This is an optimization exercise on Yosys and OpenROAD, whose aim is small area, not a production implementation.
In this exercise RTL edits were held to simulation tests only and were not proved equivalent to the original.
The clock input has no modelled driver; a real chip could not lean on it and would need a root buffer or a full tree.
Power and IR drop assume default switching activity.

Design clock, start of the top module:
module clock(clk,clr,switch,ad,adj,o_seg,a);
input clk,clr,switch,ad;
input [3:0] adj;
output [6:0] o_seg;
output [3:0] a;
reg ph;
reg [2:0] c5;
reg [2:0] b;
reg [1:0] s;
wire c5_last = c5[2] & ~c5[0];           
wire b_first = ~b[1] & ~b[0];            
wire tick_scan = c5_last & ~ph;
wire tick_s = c5_last & ph & b_first & s[0];
wire [1:0] s_nx = {s[1] ^ (s[0] & tick_scan), s[0] ^ tick_scan};
always @(posedge clk) begin
  ph <= ~clr & ~ph;
  c5 <= {3{~clr}} & {c5[1] & c5[0], c5[0], ~c5[2]};
  b <= {3{~clr}} & (tick_scan ? {b[1] & b[0], b[0], ~b[2]} : b);
  s <= {2{~clr}} & s_nx;
end
reg [3:0] so;    
reg [2:0] st;    
reg [3:0] mo;    
reg [2:0] mt;    
reg [3:0] ho;    
reg [1:0] ht;    
wire so9 = so[3] & so[0];
wire st5 = st[2] & st[0];
wire mo9 = mo[3] & mo[0];
wire mt5 = mt[2] & mt[0];
wire ht2 = ht[1];
wire run = ~ad;
wire k1 = so9;
wire k2 = k1 & st5;
wire k3 = k2 & mo9;
wire k4 = k3 & mt5;
wire k5 = k4 & ((ho == 4'd9) | (ht2 & (ho == 4'd3)));
wire en_so = tick_s & (run | (switch & adj[0]));
wire en_st = tick_s & (run ? k1 : (switch & adj[1]));
wire en_mo = tick_s & (run ? k2 : (~switch & adj[0]));
wire en_mt = tick_s & (run ? k3 : (~switch & adj[1]));
wire en_ho = tick_s & (run ? k4 : (~switch & adj[2]));
wire en_ht = tick_s & (run ? k5 : (~switch & adj[3]));
wire [3:0] t_so = {so[0] & (so[3] | (so[2] & so[1])), so[1] & so[0], so[0] & ~so[3], 1'b1};
wire [2:0] t_st = {st[0] & (st[1] | st[2]), st[0] & ~st[2], 1'b1};
wire [3:0] t_mo = {mo[0] & (mo[3] | (mo[2] & mo[1])), mo[1] & mo[0], mo[0] & ~mo[3], 1'b1};
wire [2:0] t_mt = {mt[0] & (mt[1] | mt[2]), mt[0] & ~mt[2], 1'b1};
wire w3 = ht2 & (ho == 4'd3);
wire w9 = ~ht2 & (ho == 4'd9);
wire [3:0] t_ho = {(ho[0] & ho[1] & ho[2]) | w9, ho[0] & ho[1] & ~w3, ho[0] & ~w9, 1'b1};
  ...
export LEC_CHECK = 0
export CAP_MARGIN = 20
export CORE_MARGIN = 2
export CORE_UTILIZATION = 40
export GPL_TIMING_DRIVEN = 0
export SLEW_MARGIN = 20
create_clock -name core_clock -period 10.0 [get_ports {clk}]
standard.sh (not shown) runs the stock make flow with config.mk's settings and CLKGATE_MAP_FILE= SYNTH_SCRIPT=/design/flow/synth_recipe.tcl, a recipe that flattens the netlist after the stock synthesis.
==> flow/flow/run.sh <==
#!/bin/bash
# Standard ORFS layout with three changes: the synthesized netlist's
# combinational logic is re-mapped for area (registers untouched, proven
# equivalent), ports get minimum-size buffers, and the clock tree uses
# small buffers.
set -euo pipefail
W=$PWD
R=$W/orfs/results/sky130hd/clock/base
export BUFFER_PORTS_ARGS="-buffer_cell sky130_fd_sc_hd__buf_1"
export CTS_ARGS="-buf_list sky130_fd_sc_hd__clkbuf_4 -root_buf sky130_fd_sc_hd__clkbuf_4 -dont_use_dummy_load -repair_clock_nets"
export POST_CTS_TCL=$W/flow/post_cts.tcl
export CLOCK_ROOT_BUF=sky130_fd_sc_hd__clkbuf_1
bash standard.sh synth > synth.log 2>&1
cp $R/1_2_yosys.v $W/synth_std.v
if bash flow/reopt.sh $W/synth_std.v $W/synth_reopt.v > reopt.log 2>&1; then
  cp $W/synth_reopt.v $R/1_2_yosys.v
  rm -f $R/1_synth.odb $R/1_synth.sdc
  echo "re-mapped netlist in use" >> reopt.log
else
  echo "re-mapping failed or not proven; standard netlist kept" >> reopt.log
fi
bash standard.sh > layout.log 2>&1
==> flow/flow/post_cts.tcl <==
set db [ord::get_db]
set block [ord::get_db_block]
set clk_net [[$block findBTerm clk] getNet]
foreach it [$clk_net getITerms] {
  set inst [$it getInst]
  if {![string match "sky130_fd_sc_hd__clkbuf_*" [[$inst getMaster] getName]]} { continue }
  set out [[$inst findITerm X] getNet]
  set leaves {}
  set only_bufs 1
  foreach o [$out getITerms] {
    if {[$o getInst] eq $inst} { continue }
    lappend leaves $o
    if {![string match "sky130_fd_sc_hd__clkbuf_*" [[[$o getInst] getMaster] getName]]} { set only_bufs 0 }
  }
  if {!$only_bufs} { continue }
  if {[llength $leaves] + [llength [$clk_net getITerms]] - 1 <= 4} {
    foreach o $leaves {
      $o disconnect
      $o connect $clk_net
    }
    puts "removed clock root [$inst getName]; clk drives [llength $leaves] leaf buffers"
    odb::dbInst_destroy $inst
    odb::dbNet_destroy $out
  } else {
    $inst swapMaster [$db findMaster $::env(CLOCK_ROOT_BUF)]
    puts "clock root [$inst getName] is $::env(CLOCK_ROOT_BUF)"
  }
  break
}
detailed_placement
estimate_parasitics -placement
==> flow/flow/reopt.sh <==
#!/bin/bash
# reopt.sh IN.v OUT.v : re-map the combinational logic of a synthesized
# netlist for area with ABC; registers (instances, names, cell types) are
# kept. Several ABC seeds are tried; the smallest result that yosys proves
# equivalent to IN.v (register by register) is written to OUT.v.
set -uo pipefail
IN=$(readlink -f $1); OUT=$2
SEEDS=${REOPT_SEEDS:-"0 1 2 3 4 5 6 7 8 9 10 11 12 13 14 15"}
JOBS=${NUM_CORES:-4}
LIB=$FLOW_HOME/platforms/sky130hd/lib/sky130_fd_sc_hd__tt_025C_1v80.lib
DU=$(sed -n '/DONT_USE_CELLS/,/^#/p' $FLOW_HOME/platforms/sky130hd/config.mk | grep -o 'sky130_fd_sc_hd__[a-z0-9_]*' | sed 's/^/-dont_use /' | tr '\n' ' ')
rm -rf reopt; mkdir -p reopt
one() {
  local S=$1 D=reopt/s$1
  mkdir -p $D
  mapone $S $D "mfs3 -ae -H 6 -K 8" && return
  echo "seed $S: retrying without mfs3"
  mapone $S $D "" && return
}
mapone() {
  local S=$1 D=$2 POST=$3
  cat > $D/deep.abc <<EOA
strash
&get -n
&deepsyn -T 60 -S $S
&put
&get -n
&nf -R 1000
&put
$POST
EOA
  cat > $D/map.ys <<EOY
read_liberty -ignore_miss_func $LIB
read_verilog $IN
hierarchy -top clock
setattr -mod -set keep_hierarchy 1 sky130_fd_sc_hd__*df* sky130_fd_sc_hd__*dl*
flatten
delete t:\$scopeinfo
opt_clean
select -module clock
abc -liberty $LIB $DU -script $D/deep.abc
opt_clean
rename -hide w:*.*
opt_clean -purge
hilomap -singleton -hicell sky130_fd_sc_hd__conb_1 HI -locell sky130_fd_sc_hd__conb_1 LO
opt_clean -purge
write_verilog -noattr -nohex -nodec -selected $D/out.v
select -clear
EOY
  cat > $D/eq.ys <<EOY
read_liberty -ignore_miss_func $LIB
read_verilog $IN
rename clock gold
read_verilog $D/out.v
rename clock gate
rename -hide gold/w:_* gate/w:_* gold/c:* gate/c:*
flatten gold gate
delete t:\$scopeinfo
opt_clean
equiv_make gold gate eq
hierarchy -top eq
equiv_simple -seq 2
equiv_induct -seq 2
equiv_status -assert
EOY
  cat > $D/area.ys <<EOY
read_liberty -lib $LIB
read_verilog $D/out.v
hierarchy -top clock
tee -o $D/area.txt stat -liberty $LIB
EOY
  yosys -l $D/map.log $D/map.ys > /dev/null 2>&1 || { echo "seed $S: mapping failed"; return 1; }
  yosys -l $D/eq.log $D/eq.ys > /dev/null 2>&1 || { echo "seed $S: not proven"; return 1; }
  yosys -l $D/area.log $D/area.ys > /dev/null 2>&1 || { echo "seed $S: no area"; return 1; }
  echo "seed $S: proven, area $(grep 'Chip area' $D/area.txt | awk '{print $NF}')"
  grep 'Chip area' $D/area.txt | awk '{print $NF}' > $D/ok
}
n=0
for S in $SEEDS; do
  one $S &
  n=$((n+1)); if [ $n -ge $JOBS ]; then wait -n; n=$((n-1)); fi
done
wait
best=""; barea=""
for S in $SEEDS; do
  f=reopt/s$S/ok; [ -f $f ] || continue
  a=$(cat $f)
  if [ -z "$best" ] || awk "BEGIN{exit !($a < $barea)}"; then best=$S; barea=$a; fi
done
[ -n "$best" ] || { echo "no proven result"; exit 1; }
echo "best: seed $best, area $barea"
cp reopt/s$best/out.v $OUT
Change:
--- a/flow/flow/post_cts.tcl
+++ b/flow/flow/post_cts.tcl
@@ -0,0 +1,2 @@
+# After CTS: the root clock buffer drives only the leaf clock buffers, so
+# give it the smallest clock buffer.
@@ -8 +9,0 @@
-  set leaves {}
@@ -12 +12,0 @@
-    lappend leaves $o
@@ -15,10 +15 @@
-  if {!$only_bufs} { continue }
-  if {[llength $leaves] + [llength [$clk_net getITerms]] - 1 <= 4} {
-    foreach o $leaves {
-      $o disconnect
-      $o connect $clk_net
-    }
-    puts "removed clock root [$inst getName]; clk drives [llength $leaves] leaf buffers"
-    odb::dbInst_destroy $inst
-    odb::dbNet_destroy $out
-  } else {
+  if {$only_bufs} {
@@ -28 +18,0 @@
-  break
--- a/flow/flow/reopt.sh
+++ b/flow/flow/reopt.sh
@@ -8 +8 @@
-SEEDS=${REOPT_SEEDS:-"0 1 2 3 4 5 6 7 8 9 10 11 12 13 14 15"}
+SEEDS=${REOPT_SEEDS:-"0 1 2 3 4 5 6 7"}
Settings changed: GPL_TIMING_DRIVEN 0 to not set.
Result:
- final area increases by 0.59%
- non-clock buffer count increases by 1
- area after synthesis does not change
- synthesized cell count is unchanged
- combinational power decreases by about 2%
- critical path depth increases by 1
- utilization increases by 0.27 points
- clock skew decreases by 0.011 ns
- cell count increases by 0.79%
- worst setup slack is better by 0.52 ns
- wire length decreases by 3.2%
Change:
--- a/flow/flow/run.sh
+++ b/flow/flow/run.sh
@@ -11,2 +10,0 @@
-export POST_CTS_TCL=$W/flow/post_cts.tcl
-export CLOCK_ROOT_BUF=sky130_fd_sc_hd__clkbuf_1
--- a/flow/flow/reopt.sh
+++ b/flow/flow/reopt.sh
@@ -12 +12 @@
-rm -rf reopt; mkdir -p reopt
+mkdir -p reopt
@@ -16,6 +15,0 @@
-  mapone $S $D "mfs3 -ae -H 6 -K 8" && return
-  echo "seed $S: retrying without mfs3"
-  mapone $S $D "" && return
-}
-mapone() {
-  local S=$1 D=$2 POST=$3
@@ -30 +23,0 @@
-$POST
@@ -72,3 +65,3 @@
-  yosys -l $D/map.log $D/map.ys > /dev/null 2>&1 || { echo "seed $S: mapping failed"; return 1; }
-  yosys -l $D/eq.log $D/eq.ys > /dev/null 2>&1 || { echo "seed $S: not proven"; return 1; }
-  yosys -l $D/area.log $D/area.ys > /dev/null 2>&1 || { echo "seed $S: no area"; return 1; }
+  yosys -l $D/map.log $D/map.ys > /dev/null 2>&1 || { echo "seed $S: mapping failed"; return; }
+  yosys -l $D/eq.log $D/eq.ys > /dev/null 2>&1 || { echo "seed $S: not proven"; return; }
+  yosys -l $D/area.log $D/area.ys > /dev/null 2>&1 || { echo "seed $S: no area"; return; }
removed: flow/flow/post_cts.tcl
Effect: The new run produced a clean layout; clock skew went up by 0.0080 ns; hold slack improves by 0.010 ns; area after synthesis went up by about 1%; routed wire length went up by about 7%; first-iteration DRC count went up by about 22%; non-clock buffer count does not change; setup slack degrades by 0.039 ns; clock power went up by about 10%; combinational power hardly moves; cell count went up by 1.2%.
Change:
--- a/flow/flow/reopt.sh
+++ b/flow/flow/reopt.sh
@@ -12 +12 @@
-mkdir -p reopt
+rm -rf reopt; mkdir -p reopt
@@ -15,0 +16,6 @@
+  mapone $S $D "mfs3 -ae -H 6 -K 8" && return
+  echo "seed $S: retrying without mfs3"
+  mapone $S $D "" && return
+}
+mapone() {
+  local S=$1 D=$2 POST=$3
@@ -23,0 +30 @@
+$POST
@@ -65,3 +72,3 @@
-  yosys -l $D/map.log $D/map.ys > /dev/null 2>&1 || { echo "seed $S: mapping failed"; return; }
-  yosys -l $D/eq.log $D/eq.ys > /dev/null 2>&1 || { echo "seed $S: not proven"; return; }
-  yosys -l $D/area.log $D/area.ys > /dev/null 2>&1 || { echo "seed $S: no area"; return; }
+  yosys -l $D/map.log $D/map.ys > /dev/null 2>&1 || { echo "seed $S: mapping failed"; return 1; }
+  yosys -l $D/eq.log $D/eq.ys > /dev/null 2>&1 || { echo "seed $S: not proven"; return 1; }
+  yosys -l $D/area.log $D/area.ys > /dev/null 2>&1 || { echo "seed $S: no area"; return 1; }
After rerunning:
- clock skew shrinks by 0.0078 ns
- die area is lower by 0.90%
- worst setup slack got worse by 0.11 ns
- fmax shrinks by 2.6%
- design area fell by 0.87%
- core utilization is about the same
- sequential share of layout area is higher by 0.37 points
- wire length falls by 6.9%
Change:
--- a/flow/flow/run.sh
+++ b/flow/flow/run.sh
@@ -10,0 +11,2 @@
+export POST_CTS_TCL=$W/flow/post_cts.tcl
+export CLOCK_ROOT_BUF=sky130_fd_sc_hd__clkbuf_1
==> flow/flow/post_cts.tcl (new file) <==
# After CTS: the root clock buffer drives only the leaf clock buffers, so
# give it the smallest clock buffer.
set db [ord::get_db]
set block [ord::get_db_block]
set clk_net [[$block findBTerm clk] getNet]
foreach it [$clk_net getITerms] {
  set inst [$it getInst]
  if {![string match "sky130_fd_sc_hd__clkbuf_*" [[$inst getMaster] getName]]} { continue }
  set out [[$inst findITerm X] getNet]
  set only_bufs 1
  foreach o [$out getITerms] {
    if {[$o getInst] eq $inst} { continue }
    if {![string match "sky130_fd_sc_hd__clkbuf_*" [[[$o getInst] getMaster] getName]]} { set only_bufs 0 }
  }
  if {$only_bufs} {
    $inst swapMaster [$db findMaster $::env(CLOCK_ROOT_BUF)]
    puts "clock root [$inst getName] is $::env(CLOCK_ROOT_BUF)"
  }
}
detailed_placement
estimate_parasitics -placement
--- a/flow/flow/reopt.sh
+++ b/flow/flow/reopt.sh
@@ -8 +8 @@
-SEEDS=${REOPT_SEEDS:-"0 1 2 3 4 5 6 7"}
+SEEDS=${REOPT_SEEDS:-"0 1 2 3 4 5 6 7 8 9 10 11 12 13 14 15"}
The new run finished clean.
Count of clock-buffer cells in the layout does not change.
Wire length came out higher by 0.36%.
Global-route usage stays the same.
Sequential power stays flat.
Core utilization came out lower by 0.10 points.
Synthesized area stays the same.
Total power came out lower by 1.3%.
Cell area hardly moves.

afterwards: timing with drivers on the ports:
How much do the figures lean on ideal ports? The routed layouts below were timed once more, with nothing changed but the port constraints. Step 1 sets driving cells, clkbuf_16 on the clock port and buf_2 on the other inputs (assumed; they add their load-dependent delay and slew). Step 2 times the ports against the registers' clock, not the clock port: input delays grow and output delays shrink by t, the midpoint of the rising clock arrivals with the driver on. Slacks: ideal / step 1 / step 2; pairs: ideal / step 1.
run | shift t [ns] | slack for setup (ns) | worst setup path after step 2 | clock arrival spread, ns | worst data-port slew with drivers (ns)
the first run | 0.199 | 5.457 / 5.475 / 5.277 | input to register | 0.023 / 0.023 | 0.03
the second run | 0.495 | 5.973 / 5.976 / 5.481 | input to register | 0.012 / 0.012 | 0.03
the third run | 0.357 | 5.934 / 5.939 / 5.581 | input to register | 0.020 / 0.021 | 0.03
the fourth run | 0.347 | 5.825 / 5.828 / 5.482 | input to register | 0.012 / 0.013 | 0.03
the fifth run | 0.495 | 5.973 / 5.976 / 5.481 | input to register | 0.012 / 0.012 | 0.03
After both steps setup and hold are still met in every run listed.
